This is an optimization exercise on Yosys and OpenROAD, whose aim is small area, a short achievable clock period and few clock cycles, not a production implementation. The RTL was checked by simulation tests, not by an equivalence proof against the original design. Power figures rest on the tool's default switching activity, not on a simulated workload.

Setup of 07-13:
Design axifull_dev, start of the top module:
	module axifull_dev #
	(
		parameter integer C_S00_AXI_ID_WIDTH	= 8,
		parameter integer C_S00_AXI_DATA_WIDTH	= 128,
		parameter integer C_S00_AXI_ADDR_WIDTH	= 8,
		parameter integer C_S00_AXI_AWUSER_WIDTH	= 0,
		parameter integer C_S00_AXI_ARUSER_WIDTH	= 0,
		parameter integer C_S00_AXI_WUSER_WIDTH	= 0,
		parameter integer C_S00_AXI_RUSER_WIDTH	= 0,
		parameter integer C_S00_AXI_BUSER_WIDTH	= 0
	)
	(
		input wire  s00_axi_aclk,
		input wire  s00_axi_aresetn,
		input wire [C_S00_AXI_ID_WIDTH-1 : 0] s00_axi_awid,
		input wire [C_S00_AXI_ADDR_WIDTH-1 : 0] s00_axi_awaddr,
		input wire [7 : 0] s00_axi_awlen,
		input wire [2 : 0] s00_axi_awsize,
		input wire [1 : 0] s00_axi_awburst,
		input wire  s00_axi_awlock,
		input wire [3 : 0] s00_axi_awcache,
		input wire [2 : 0] s00_axi_awprot,
		input wire [3 : 0] s00_axi_awqos,
		input wire [3 : 0] s00_axi_awregion,
		input wire  s00_axi_awvalid,
		output wire  s00_axi_awready,
		input wire [C_S00_AXI_DATA_WIDTH-1 : 0] s00_axi_wdata,
		input wire [(C_S00_AXI_DATA_WIDTH/8)-1 : 0] s00_axi_wstrb,
		input wire  s00_axi_wlast,
		input wire  s00_axi_wvalid,
		output wire  s00_axi_wready,
		output wire [C_S00_AXI_ID_WIDTH-1 : 0] s00_axi_bid,
		output wire [1 : 0] s00_axi_bresp,
		output wire  s00_axi_bvalid,
		input wire  s00_axi_bready,
		input wire [C_S00_AXI_ID_WIDTH-1 : 0] s00_axi_arid,
		input wire [C_S00_AXI_ADDR_WIDTH-1 : 0] s00_axi_araddr,
		input wire [7 : 0] s00_axi_arlen,
  ...
For scale: about 400 I/O pins.
export LEC_CHECK = 0
export CAP_MARGIN = 20
export CORE_MARGIN = 2
export CORE_UTILIZATION = 45
export CTS_CLUSTER_DIAMETER = 100
export CTS_CLUSTER_SIZE = 25
export PLACE_DENSITY = 0.6
export SETUP_SLACK_MARGIN = 2.6
export SLEW_MARGIN = 20
export TNS_END_PERCENT = 10
create_clock -name core_clock -period 5.0 [get_ports {s00_axi_aclk}]
standard.sh (not shown) runs the stock make flow with config.mk's settings and CLKGATE_MAP_FILE= SYNTH_SCRIPT=/design/flow/synth_recipe.tcl, a recipe that flattens the netlist after the stock synthesis.
==> flow/flow/run.sh <==
#!/bin/bash
# The standard layout, with plain buf_1 cells as the port buffers
# (buffer_ports otherwise picks clkdlybuf4s50_1, a larger delay cell).
set -euo pipefail
export BUFFER_PORTS_ARGS="-buffer_cell sky130_fd_sc_hd__buf_1"
bash standard.sh > standard.log 2>&1
07-13 went all the way through synthesis, placement and routing and the layout is clean on timing, DRC and antenna.
Testbench counts of 07-13, summed over its fixed seeds: cycles 26,205.
## Diff of input files: 02-04 against 07-13
--- a/flow/design.v
+++ b/flow/design.v
@@ -53,17 +53,17 @@
 		output wire  S_AXI_RVALID,
 		input wire  S_AXI_RREADY
 	);
 	localparam integer DW = C_S_AXI_DATA_WIDTH;
 	localparam integer NB = DW/8;
 	localparam integer AW = C_S_AXI_ADDR_WIDTH;
 	localparam integer NW = 16;           
 	localparam integer KW = 4;            
-	localparam integer KR = 4;            
+	localparam integer KR = 8;            
 	localparam integer SW = NW/KW;
 	localparam integer SR = NW/KR;
 	localparam integer LW = (SW >= 16) ? 4 : (SW >= 8) ? 3 : (SW >= 4) ? 2 : (SW >= 2) ? 1 : 0;
 	localparam integer LR = (SR >= 16) ? 4 : (SR >= 8) ? 3 : (SR >= 4) ? 2 : (SR >= 2) ? 1 : 0;
 	reg  [3:0]      m;
 	reg  [3:0]      e;
 	reg  [NW*DW-1:0] ring;
 	integer k, b;
No stage failed in 02-04, and the final checks on the layout all came back clean.
Diff 02-04..07-13 | number of max-slew violations in the final report | unchanged
Per the comparison of 02-04 with 07-13, utilization went up by 0.63 points; overall power of the completed layout level.
02-04 against 07-13: count of inserted antenna diode cells has increased; wire length of the first global-routing pass rose by 44 mm.
Testbench counts of 02-04, summed over its fixed seeds: cycles 25,057.

-- port drivers added, routing unchanged --
How much do the figures lean on ideal ports? The routed layouts below were timed once more, with nothing changed but the port constraints. Step 1, drivers: a clkbuf_16 drives s00_axi_aclk and a buf_2 each remaining input, both assumed. Step 2 adds t to the input delays and takes it off the output delays; t is the mean of the earliest and latest rising clock arrival at the registers after step 1. Input paths then give back, and output paths get back, about the clock's delay inside the block. Slacks: ideal ports / drivers / drivers and shift; pairs: ideal ports / drivers.
| run | t, ns | setup WS [ns] | hold WS [ns] | clock arrival spread, ns |
|---|---|---|---|---|
| 07-13 | 0.789 | 2.551 / 2.487 / 1.885 | 0.315 / 0.315 / 0.315 | 0.030 / 0.030 |
| 02-04 | 0.805 | 2.471 / 2.423 / 1.720 | 0.312 / 0.312 / 0.312 | 0.027 / 0.027 |
After both steps every run listed still meets setup and hold. For 02-04, which loses most, drivers alone change the setup slack by -0.048 ns; drivers and shift together by -0.751 ns.
